From an optimization exercise on the open Yosys and OpenROAD flow, aimed at small area, a short achievable clock period and few clock cycles per item; shortcuts taken in it are not production practice. The flow treats the clock pin as an ideal source. Dropping or thinning the clock tree relies on that and would not hold on a real chip.

==> flow/design.v (excerpt) <==
module toplv_matmul(input st, rst, clk, input [7:0] data_in,
                    output done, output [7:0] dataout);
Size in the first run: about 850 cells after synthesis, ~20 I/O pins.
export LEC_CHECK = 0
export CAP_MARGIN = 20
export CORE_MARGIN = 2
export CORE_UTILIZATION = 60
export CTS_BUF_LIST = sky130_fd_sc_hd__clkbuf_8
export CTS_CLUSTER_DIAMETER = 60
export CTS_CLUSTER_SIZE = 18
export SLEW_MARGIN = 20
export SYNTH_HIERARCHICAL = 1
export SYNTH_MINIMUM_KEEP_SIZE = 0
create_clock -name core_clock -period 10.0 [get_ports {clk}]
standard.sh (not shown) runs the stock make flow with config.mk's settings and CLKGATE_MAP_FILE= SYNTH_SCRIPT=/design/flow/synth_recipe.tcl, a recipe that flattens the netlist after the stock synthesis.
==> flow/flow/run.sh <==
#!/bin/bash
set -euo pipefail
cd "$(dirname "$0")/.."
source flow/knobs.sh
bash standard.sh > flow_make.log 2>&1
==> flow/flow/manual_cts.tcl <==
# A clock tree of two buffer levels. The flip-flops are grouped into NLEAF
# clusters by k-means on their placed locations, each driven by a leaf
# buffer (clkbuf_8) at its centre; the leaf buffers are grouped the same way into
# NTOP clusters, each driven by a clkbuf_16 that the clock port drives.
# Every flip-flop is thus two equal buffers from the port. Run as the CTS
# step's PRE hook; clock_tree_synthesis is then skipped.
set nleaf 14
set ntop 4
if { [info exists ::env(MANUAL_CTS_NLEAF)] } { set nleaf $::env(MANUAL_CTS_NLEAF) }
set ::mcts_block [ord::get_db_block]
set block $::mcts_block
set db [ord::get_db]
set clk_net [$block findNet clk]
set top_master [$db findMaster sky130_fd_sc_hd__clkbuf_16]
set leaf_master [$db findMaster sky130_fd_sc_hd__clkbuf_8]
if { [info exists ::env(MANUAL_CTS_LEAF)] } { set leaf_master [$db findMaster $::env(MANUAL_CTS_LEAF)] }

# pts: list of {item x y}; returns {centres assignment}
proc mcts_kmeans { pts nk } {
  set n [llength $pts]
  set sorted [lsort -real -index 1 $pts]
  set cents {}
  for {set k 0} {$k < $nk} {incr k} {
    set s [lindex $sorted [expr {int(($k + 0.5) * $n / $nk)}]]
    lappend cents [list [lindex $s 1] [lindex $s 2]]
  }
  # balance: a cluster's distance grows with its size beyond n/nk
  set cap [expr {double($n) / $nk}]
  for {set iter 0} {$iter < 60} {incr iter} {
    set sumx [lrepeat $nk 0.0]; set sumy [lrepeat $nk 0.0]; set cnt [lrepeat $nk 0]
    set assign {}
    foreach s $pts {
      set best -1; set bd 1e30
      for {set k 0} {$k < $nk} {incr k} {
        set c [lindex $cents $k]
        set d [expr {abs([lindex $s 1] - [lindex $c 0]) + abs([lindex $s 2] - [lindex $c 1])}]
        set d [expr {$d * (1.0 + 0.5 * max(0.0, [lindex $cnt $k] - $cap) / $cap)}]
        if {$d < $bd} { set bd $d; set best $k }
      }
      lappend assign $best
      lset sumx $best [expr {[lindex $sumx $best] + [lindex $s 1]}]
      lset sumy $best [expr {[lindex $sumy $best] + [lindex $s 2]}]
      lset cnt $best [expr {[lindex $cnt $best] + 1}]
    }
    for {set k 0} {$k < $nk} {incr k} {
      if {[lindex $cnt $k] > 0} {
        lset cents $k [list [expr {[lindex $sumx $k] / [lindex $cnt $k]}] [expr {[lindex $sumy $k] / [lindex $cnt $k]}]]
      }
    }
  }
  return [list $cents $assign $cnt]
}

proc mcts_buffer { name master cx cy in_net } {

  set inst [odb::dbInst_create $::mcts_block $master $name]
  set w [$master getWidth]; set h [$master getHeight]
  $inst setLocation [expr {int($cx - $w / 2)}] [expr {int($cy - $h / 2)}]
  $inst setPlacementStatus PLACED
  set net [odb::dbNet_create $::mcts_block "${name}_net"]
  $net setSigType CLOCK
  [$inst findITerm A] connect $in_net
  [$inst findITerm X] connect $net
  return [list $inst $net]
}

set sinks {}
foreach it [$clk_net getITerms] {
  set inst [$it getInst]
  set loc [$inst getLocation]
  set m [$inst getMaster]
  lappend sinks [list $it [expr {[lindex $loc 0] + [$m getWidth] / 2.0}] [expr {[lindex $loc 1] + [$m getHeight] / 2.0}]]
}
puts "manual_cts: [llength $sinks] sinks, $nleaf leaf buffers, $ntop top buffers"
lassign [mcts_kmeans $sinks $nleaf] lcents lassign lcnt
set leaves {}
for {set k 0} {$k < $nleaf} {incr k} {
  lappend leaves [list $k {*}[lindex $lcents $k]]
}
lassign [mcts_kmeans $leaves $ntop] tcents tassign tcnt
for {set t 0} {$t < $ntop} {incr t} {
  lassign [mcts_buffer "clkbuf_top_$t" $top_master {*}[lindex $tcents $t] $clk_net] tinst tnet($t)
}
for {set k 0} {$k < $nleaf} {incr k} {
  set t [lindex $tassign $k]
  lassign [mcts_buffer "clkbuf_leaf_$k" $leaf_master {*}[lindex $lcents $k] $tnet($t)] linst lnet($k)
}
foreach s $sinks k $lassign {
  set it [lindex $s 0]
  $it disconnect
  $it connect $lnet($k)
}
puts "manual_cts: leaf sizes $lcnt, top sizes $tcnt"
proc clock_tree_synthesis { args } {
  puts "manual_cts: clock_tree_synthesis skipped; manual_cts.tcl built the clock tree"
}
Other scripts of this flow, unchanged in this note and not shown: flow/flow/knobs.sh
Rerun with:
--- a/flow/flow/manual_cts.tcl
+++ b/flow/flow/manual_cts.tcl
@@ -10,2 +10 @@
-set ::mcts_block [ord::get_db_block]
-set block $::mcts_block
+set block [ord::get_db_block]
@@ -55,2 +54,2 @@
-
-  set inst [odb::dbInst_create $::mcts_block $master $name]
+  global block
+  set inst [odb::dbInst_create $block $master $name]
@@ -60 +59 @@
-  set net [odb::dbNet_create $::mcts_block "${name}_net"]
+  set net [odb::dbNet_create $block "${name}_net"]
What happened:
- With this change the flow did not get past clock tree synthesis
- synthesized cell count does not change
- area after synthesis stays the same
No functional check of the RTL was part of any run of this note. In the first run of this note the design's own scripts or RTL, not TritonCTS, make the clock network.

static timing again, ports no longer ideal:
In the flow no input, the clock included, has a driving cell. The finished layout below was timed again as built, in two steps.
Step 1 sets driving cells, clkbuf_16 on the clock port and buf_2 on the other inputs (assumed; they add their load-dependent delay and slew).
Step 2 times the ports against the registers' clock, not the clock port: input delays grow and output delays shrink by t, the midpoint of the rising clock arrivals with the driver on.
a / b / c = ideal ports / drivers / drivers and shift; a / b = the first two.
run: the first run
t (ns): 0.370
slack for setup (ns): 7.262 / 7.184 / 7.030
worst slew at a driven data input, ns: 0.03
After both steps the first run still meets setup and hold. The setup slack of the first run moves by -0.078 ns with the drivers and by -0.232 ns with both steps.
